From an optimization exercise on the open Yosys and OpenROAD flow, aimed at small area and a short achievable clock period; shortcuts taken in it are not production practice.
At most, simulation tests tie the RTL to the original design; equivalence was not proved.
Power is estimated from default activity; no workload was simulated.

Setup of P:
## RGBtoGray
module RGBtoGray (r, g, b, valid_in, clk, rst, grayout, valid_out);
Size in the first run: roughly 3700 cells after synthesis.
Settings: LEC_CHECK=0, ABC_AREA=1, CAP_MARGIN=20, CORE_MARGIN=2, CORE_UTILIZATION=60, CTS_BUF_LIST=sky130_fd_sc_hd__clkbuf_8, CTS_CLUSTER_DIAMETER=50, CTS_CLUSTER_SIZE=16, PLACE_DENSITY=0.8, SLEW_MARGIN=20; clock period 12.0 ns.
standard.sh (not shown) runs the stock make flow with config.mk's settings and CLKGATE_MAP_FILE= SYNTH_SCRIPT=/design/flow/synth_recipe.tcl, a recipe that flattens the netlist after the stock synthesis.
==> flow/flow/run.sh <==
#!/bin/bash
# 1. the standard synthesis (standard.sh synth), unchanged.
# 2. flow/invpush.py: full adders are self-dual, so an fa cell can take complemented inputs and
#    give complemented outputs; it flips fa cells where that needs fewer inverters.
# 3. flow/reabc.ys: ABC re-maps the remaining combinational cells (area script flow/reabc.script);
#    fa, ha and flip-flop cells are kept, so registers keep their names and cell types.
set -euo pipefail
R=orfs/results/${FLOW_PLATFORM}/RGBtoGray/base
LIB=${FLOW_HOME}/platforms/${FLOW_PLATFORM}/lib/sky130_fd_sc_hd__tt_025C_1v80.lib
YOSYS=$(command -v yosys || echo ${FLOW_HOME}/../tools/install/yosys/bin/yosys)
bash standard.sh SETUP_SLACK_MARGIN=8.5 'BUFFER_PORTS_ARGS=-buffer_cell sky130_fd_sc_hd__buf_1' synth > synth.log 2>&1
python3 flow/invpush.py $R/1_2_yosys.v $R/1_2_yosys.inv.v > invpush.log 2>&1
sed "s#@LIB@#$LIB#g; s#@IN@#$R/1_2_yosys.inv.v#; s#@OUT@#$R/1_2_yosys.abc.v#; s#@SCRIPT@#flow/reabc.script#" flow/reabc.ys > reabc_run.ys
$YOSYS -s reabc_run.ys > reabc.log 2>&1
mv $R/1_2_yosys.abc.v $R/1_2_yosys.v
rm -f $R/1_synth.odb
bash standard.sh SETUP_SLACK_MARGIN=8.5 'BUFFER_PORTS_ARGS=-buffer_cell sky130_fd_sc_hd__buf_1' finish > standard_flow.log 2>&1
==> flow/flow/reabc.script <==
strash
&get -n
&st
&dch -f
&nf -R 1000
&put
topo
stime -c
buffer -c
upsize -c
dnsize -c
Other scripts of this flow, unchanged in this note and not shown: flow/flow/invpush.py, flow/flow/reabc.ys
Relative to P, the following input files were edited for Q:
==> flow/flow/reabc.script <==
strash
dch -f
map -B 0.9
topo
stime -c
buffer -c
upsize -c
dnsize -c
--- outcome ---
Q vs P on count of nets after finishing: Q is the higher one. P → Q: weighted congestion reported at the end of routability-driven placement went up 0.015, non-clock buffer total of the final layout went down 75. Looking at top layer used by detailed routing, the met4 result is from Q; the met5 one comes from P. Relative to P, power after layout has gone down in Q. Lower power drawn by the sequential cells was reported by Q, not P. Relative to P, the number of global-route vias before repair measured on Q has increased by a few percent. Between Q and P, the total routing resource utilization after global routing does not differ in any meaningful way. Looking at clock-buffer cell count, Q sits below P. Layout sequential cell count came out exactly the same in Q and P. Going from P to Q, the fraction of standard cell area in multi-input logic was found to have gone down by 1.4 points.

========
Another version of the RTL of RGBtoGray (not shown whole).
Size in the first run: about 5100 cells after synthesis, about 840 flip-flops, about 47000 um^2 of cells after synthesis.
Settings: LEC_CHECK=0, ABC_AREA=1, CAP_MARGIN=20, CORE_MARGIN=2, CORE_UTILIZATION=40, PLACE_DENSITY=0.6, SLEW_MARGIN=20; clock period 12.0 ns.
==> flow/flow/run.sh <==
#!/bin/bash
set -euo pipefail
bash standard.sh SETUP_SLACK_MARGIN=7 finish > standard_flow.log 2>&1
The starting point produced a clean layout.
Edit:
==> flow/flow/run.sh (replaced) <==
#!/bin/bash
set -euo pipefail
bash standard.sh SETUP_SLACK_MARGIN=8 finish > standard_flow.log 2>&1
=> Design area goes up by a few percent; utilization goes up by 1.3 points; clock power goes up slightly; final cell count goes up slightly; area after synthesis does not change; setup slack is worse by 30 ps; clock skew goes down by 33 ps; flip-flop and latch count does not change.
Function was not checked in any run of this note: the RTL went through the layout flow alone.

========
RTL: one of the versions met above, not the one the previous note started from.
Size: ~4700 cells after synthesis, roughly 130 I/O pins, about 45000 µm² of cells after synthesis.
==> flow/design.v (excerpt) <==
module RGBtoGray (r, g, b, valid_in, clk, rst, grayout, valid_out);
  input [31:0] r, g, b;
  input valid_in, clk, rst;
  output [31:0] grayout;
  output valid_out;
  reg [31:0] r_q1;
  always @(posedge clk) r_q1 <= r;
  reg [31:0] g_q1;
  always @(posedge clk) g_q1 <= g;
  reg [31:0] b_q1;
  always @(posedge clk) b_q1 <= b;
  wire [24:0] haR, hbR; wire clR;
  mul_R umR(.f(r_q1[22:0]), .ha(haR), .hb(hbR), .cl(clR));
  wire [0:0] hR = (r_q1[22:0] >= 23'd5639165);
  wire [7:0] eR = r_q1[30:23] + 8'd254 + {7'd0, hR};
  wire [0:0] sR = r_q1[31];
  wire [0:0] ziR = (r_q1[30:23] == 8'd0);
  wire [24:0] haG, hbG; wire clG;
  mul_G umG(.f(g_q1[22:0]), .ha(haG), .hb(hbG), .cl(clG));
  wire [0:0] hG = (g_q1[22:0] >= 23'd5902036);
  wire [7:0] eG = g_q1[30:23] + 8'd255 + {7'd0, hG};
  wire [0:0] sG = g_q1[31];
  wire [0:0] ziG = (g_q1[30:23] == 8'd0);
  wire [24:0] haB, hbB; wire clB;
  mul_B umB(.f(b_q1[22:0]), .ha(haB), .hb(hbB), .cl(clB));
  wire [0:0] hB = (b_q1[22:0] >= 23'd809428);
  wire [7:0] eB = b_q1[30:23] + 8'd252 + {7'd0, hB};
  wire [0:0] sB = b_q1[31];
  wire [0:0] ziB = (b_q1[30:23] == 8'd0);
  wire [0:0] zR = ziR | (eR == 8'd0);
  wire [0:0] zG = ziG | (eG == 8'd0);
  reg [24:0] haR_q2;
  always @(posedge clk) haR_q2 <= haR;
  reg [24:0] hbR_q2;
  always @(posedge clk) hbR_q2 <= hbR;
  reg [0:0] clR_q2;
  always @(posedge clk) clR_q2 <= clR;
  reg [0:0] hR_q2;
  always @(posedge clk) hR_q2 <= hR;
  reg [7:0] eR_q2;
  always @(posedge clk) eR_q2 <= eR;
  reg [0:0] sR_q2;
  always @(posedge clk) sR_q2 <= sR;
  reg [24:0] haG_q2;
  always @(posedge clk) haG_q2 <= haG;
  reg [24:0] hbG_q2;
  ...
==> flow/config.mk <==
export PLATFORM = sky130hd
export DESIGN_NAME = RGBtoGray
export DESIGN_NICKNAME = RGBtoGray
export VERILOG_FILES = /design/flow/design.v
export SDC_FILE = /design/flow/constraint.sdc
export NUM_CORES = 4
export LEC_CHECK = 0
export ABC_AREA = 1
export CAP_MARGIN = 20
export CORE_MARGIN = 2
export CORE_UTILIZATION = 60
export CTS_BUF_LIST = sky130_fd_sc_hd__clkbuf_8
export CTS_CLUSTER_DIAMETER = 50
export CTS_CLUSTER_SIZE = 16
export PLACE_DENSITY = 0.8
export SLEW_MARGIN = 20
==> flow/constraint.sdc <==
create_clock -name core_clock -period 12.0 [get_ports {clk}]
set_input_delay 2.4000 -clock core_clock [delete_from_list [all_inputs] [get_ports {clk}]]
set_output_delay 2.4000 -clock core_clock [all_outputs]
set_load 0.01 [all_outputs]
==> flow/flow/run.sh <==
#!/bin/bash
# 1. the standard synthesis (standard.sh synth), unchanged.
# 2. flow/invpush.py: full adders are self-dual, so an fa cell can take complemented inputs and
#    give complemented outputs; it flips fa cells where that needs fewer inverters. Registers,
#    ports and every register's and port's logic function stay as synthesis made them.
set -euo pipefail
R=orfs/results/${FLOW_PLATFORM}/RGBtoGray/base
bash standard.sh SETUP_SLACK_MARGIN=8.6 'BUFFER_PORTS_ARGS=-buffer_cell sky130_fd_sc_hd__buf_1' synth > synth.log 2>&1
python3 flow/invpush.py $R/1_2_yosys.v $R/1_2_yosys.inv.v > invpush.log 2>&1
mv $R/1_2_yosys.inv.v $R/1_2_yosys.v
rm -f $R/1_synth.odb
bash standard.sh SETUP_SLACK_MARGIN=8.6 'BUFFER_PORTS_ARGS=-buffer_cell sky130_fd_sc_hd__buf_1' finish > standard_flow.log 2>&1
Other scripts of this flow, unchanged in this note and not shown: flow/flow/invpush.py
==> next run, changes <==
--- a/flow/flow/run.sh
+++ b/flow/flow/run.sh
@@ -7,3 +7,3 @@
 R=orfs/results/${FLOW_PLATFORM}/RGBtoGray/base
-bash standard.sh SETUP_SLACK_MARGIN=8.6 'BUFFER_PORTS_ARGS=-buffer_cell sky130_fd_sc_hd__buf_1' synth > synth.log 2>&1
+bash standard.sh SETUP_SLACK_MARGIN=8.5 'BUFFER_PORTS_ARGS=-buffer_cell sky130_fd_sc_hd__buf_1' synth > synth.log 2>&1
 python3 flow/invpush.py $R/1_2_yosys.v $R/1_2_yosys.inv.v > invpush.log 2>&1
@@ -11,2 +11,2 @@
 rm -f $R/1_synth.odb
-bash standard.sh SETUP_SLACK_MARGIN=8.6 'BUFFER_PORTS_ARGS=-buffer_cell sky130_fd_sc_hd__buf_1' finish > standard_flow.log 2>&1
+bash standard.sh SETUP_SLACK_MARGIN=8.5 'BUFFER_PORTS_ARGS=-buffer_cell sky130_fd_sc_hd__buf_1' finish > standard_flow.log 2>&1
CORE_UTILIZATION = 70   (was 60)
PLACE_DENSITY = 0.88   (was 0.8)
- The new run finished clean
- setup slack got worse by 0.24 ns
- total power came out higher by 4.4%
- final area drops by about 0.8%
- first-iteration DRC count is higher by about 65%
- register-to-register slack loses 0.24 ns
- sequential power hardly moves

========
Starting RTL as in the previous note.
==> flow/design.v (excerpt) <==
module RGBtoGray (r, g, b, valid_in, clk, rst, grayout, valid_out);
clock: 12.0 ns
lec_check: 0
abc_area: 1
cap_margin: 20
core_margin: 2
core_utilization: 60
cts_buf_list: sky130_fd_sc_hd__clkbuf_8
cts_cluster_diameter: 50
cts_cluster_size: 16
place_density: 0.8
slew_margin: 20
==> flow/flow/run.sh <==
#!/bin/bash
# 1. the standard synthesis (standard.sh synth), unchanged.
# 2. flow/invpush.py: full adders are self-dual, so an fa cell can take complemented inputs and
#    give complemented outputs; it flips fa cells where that needs fewer inverters. Registers,
#    ports and every register's and port's logic function stay as synthesis made them.
set -euo pipefail
R=orfs/results/${FLOW_PLATFORM}/RGBtoGray/base
bash standard.sh SETUP_SLACK_MARGIN=8.5 'BUFFER_PORTS_ARGS=-buffer_cell sky130_fd_sc_hd__buf_1' synth > synth.log 2>&1
python3 flow/invpush.py $R/1_2_yosys.v $R/1_2_yosys.inv.v > invpush.log 2>&1
mv $R/1_2_yosys.inv.v $R/1_2_yosys.v
rm -f $R/1_synth.odb
bash standard.sh SETUP_SLACK_MARGIN=8.5 'BUFFER_PORTS_ARGS=-buffer_cell sky130_fd_sc_hd__buf_1' finish > standard_flow.log 2>&1
Other scripts of this flow, unchanged in this note and not shown: flow/flow/invpush.py
The first run completed without violations.
Edit:
--- a/flow/flow/run.sh
+++ b/flow/flow/run.sh
@@ -8 +8 @@
-bash standard.sh SETUP_SLACK_MARGIN=8.5 'BUFFER_PORTS_ARGS=-buffer_cell sky130_fd_sc_hd__buf_1' synth > synth.log 2>&1
+bash standard.sh SETUP_SLACK_MARGIN=8 'BUFFER_PORTS_ARGS=-buffer_cell sky130_fd_sc_hd__buf_1' synth > synth.log 2>&1
@@ -12 +12 @@
-bash standard.sh SETUP_SLACK_MARGIN=8.5 'BUFFER_PORTS_ARGS=-buffer_cell sky130_fd_sc_hd__buf_1' finish > standard_flow.log 2>&1
+bash standard.sh SETUP_SLACK_MARGIN=8 'BUFFER_PORTS_ARGS=-buffer_cell sky130_fd_sc_hd__buf_1' finish > standard_flow.log 2>&1
Result:
- The changed run finished with timing, DRC and antenna clean
- non-clock buffer count is lower by 128
- wire length is lower by 7.1%
- sequential power barely changes
- synthesized area is unchanged
- total power is lower by 5.1%
- cell area is lower by 4.2%
- via count is lower by 3.7%
- fmax is lower by 8.5%
- setup slack loses 330 ps
- die area does not change
- clock-buffer cell count is unchanged
Edit:
--- a/flow/flow/run.sh
+++ b/flow/flow/run.sh
@@ -8 +8 @@
-bash standard.sh SETUP_SLACK_MARGIN=8 'BUFFER_PORTS_ARGS=-buffer_cell sky130_fd_sc_hd__buf_1' synth > synth.log 2>&1
+bash standard.sh SETUP_SLACK_MARGIN=8.4 'BUFFER_PORTS_ARGS=-buffer_cell sky130_fd_sc_hd__buf_1' synth > synth.log 2>&1
@@ -12 +12 @@
-bash standard.sh SETUP_SLACK_MARGIN=8 'BUFFER_PORTS_ARGS=-buffer_cell sky130_fd_sc_hd__buf_1' finish > standard_flow.log 2>&1
+bash standard.sh SETUP_SLACK_MARGIN=8.4 'BUFFER_PORTS_ARGS=-buffer_cell sky130_fd_sc_hd__buf_1' finish > standard_flow.log 2>&1
Settings changed: CTS_CLUSTER_DIAMETER 50 to 55, CTS_CLUSTER_SIZE 16 to 20.
Effect:
- cell area rose by 2.9%
- final cell count rose by 1.9%
- area after synthesis does not change
- worst hold slack gets better by 11 ps
- worst setup slack is better by 230 ps
- die area stays the same
- fmax came out higher by 6.3%
- first-iteration DRC count rises by about 12%
- clock skew falls by 10 ps
- global-route usage came out higher by 0.48 points
Edit:
--- a/flow/flow/run.sh
+++ b/flow/flow/run.sh
@@ -8 +8 @@
-bash standard.sh SETUP_SLACK_MARGIN=8.4 'BUFFER_PORTS_ARGS=-buffer_cell sky130_fd_sc_hd__buf_1' synth > synth.log 2>&1
+bash standard.sh SETUP_SLACK_MARGIN=8.75 'BUFFER_PORTS_ARGS=-buffer_cell sky130_fd_sc_hd__buf_1' synth > synth.log 2>&1
@@ -12 +12 @@
-bash standard.sh SETUP_SLACK_MARGIN=8.4 'BUFFER_PORTS_ARGS=-buffer_cell sky130_fd_sc_hd__buf_1' finish > standard_flow.log 2>&1
+bash standard.sh SETUP_SLACK_MARGIN=8.75 'BUFFER_PORTS_ARGS=-buffer_cell sky130_fd_sc_hd__buf_1' finish > standard_flow.log 2>&1
Settings changed: CTS_CLUSTER_DIAMETER 55 to 50, CTS_CLUSTER_SIZE 20 to 16.
Outcome: Synthesized cell count stays the same; hold slack loses 16 ps; wire length goes up by a few percent; worst setup slack gains 75 ps; global-route usage goes up by 1.2 points; power goes up by roughly a tenth; fmax goes up by a few percent; die area does not change; non-clock buffer count goes up by 119; combinational power goes up by about a fifth.

re-timing with driven ports:
How much do the figures lean on ideal ports? The routed layouts below were timed once more, with nothing changed but the port constraints.
Step 1 sets driving cells, clkbuf_16 on the clock port and buf_2 on the other inputs (assumed; they add their load-dependent delay and slew).
Step 2 adds t to the input delays and takes it off the output delays; t is the mean of the earliest and latest rising clock arrival at the registers after step 1. Input paths then give back, and output paths get back, about the clock's delay inside the block.
Three values: ideal ports, drivers, drivers and shift; two values: the first two.
run | shift t [ns] | setup WS [ns] | worst setup path after step 2 | slew at the worst register clock pin (ns)
P | 0.768 | 8.021 / 8.021 / 8.021 | register to register | 0.10 / 0.10
Q | 0.774 | 8.343 / 8.343 / 8.343 | register to register | 0.10 / 0.10
the first run of note 2 | 0.716 | 7.138 / 7.073 / 7.464 | register to register | 0.07 / 0.07
the second run of note 2 | 0.734 | 7.108 / 7.040 / 7.774 | register to output | 0.07 / 0.07
the first run of note 3 | 0.768 | 8.413 / 8.381 / 8.413 | register to register | 0.10 / 0.10
the second run of note 3 | 0.808 | 8.176 / 8.176 / 8.176 | register to register | 0.10 / 0.10
the first run of note 4 | 0.768 | 8.394 / 8.377 / 8.394 | register to register | 0.10 / 0.10
the second run of note 4 | 0.762 | 8.060 / 8.060 / 8.060 | register to register | 0.10 / 0.10
the third run of note 4 | 0.758 | 8.293 / 8.293 / 8.293 | register to register | 0.12 / 0.12
the fourth run of note 4 | 0.778 | 8.368 / 8.357 / 8.368 | register to register | 0.10 / 0.10
After both steps setup and hold are still met in every run listed.
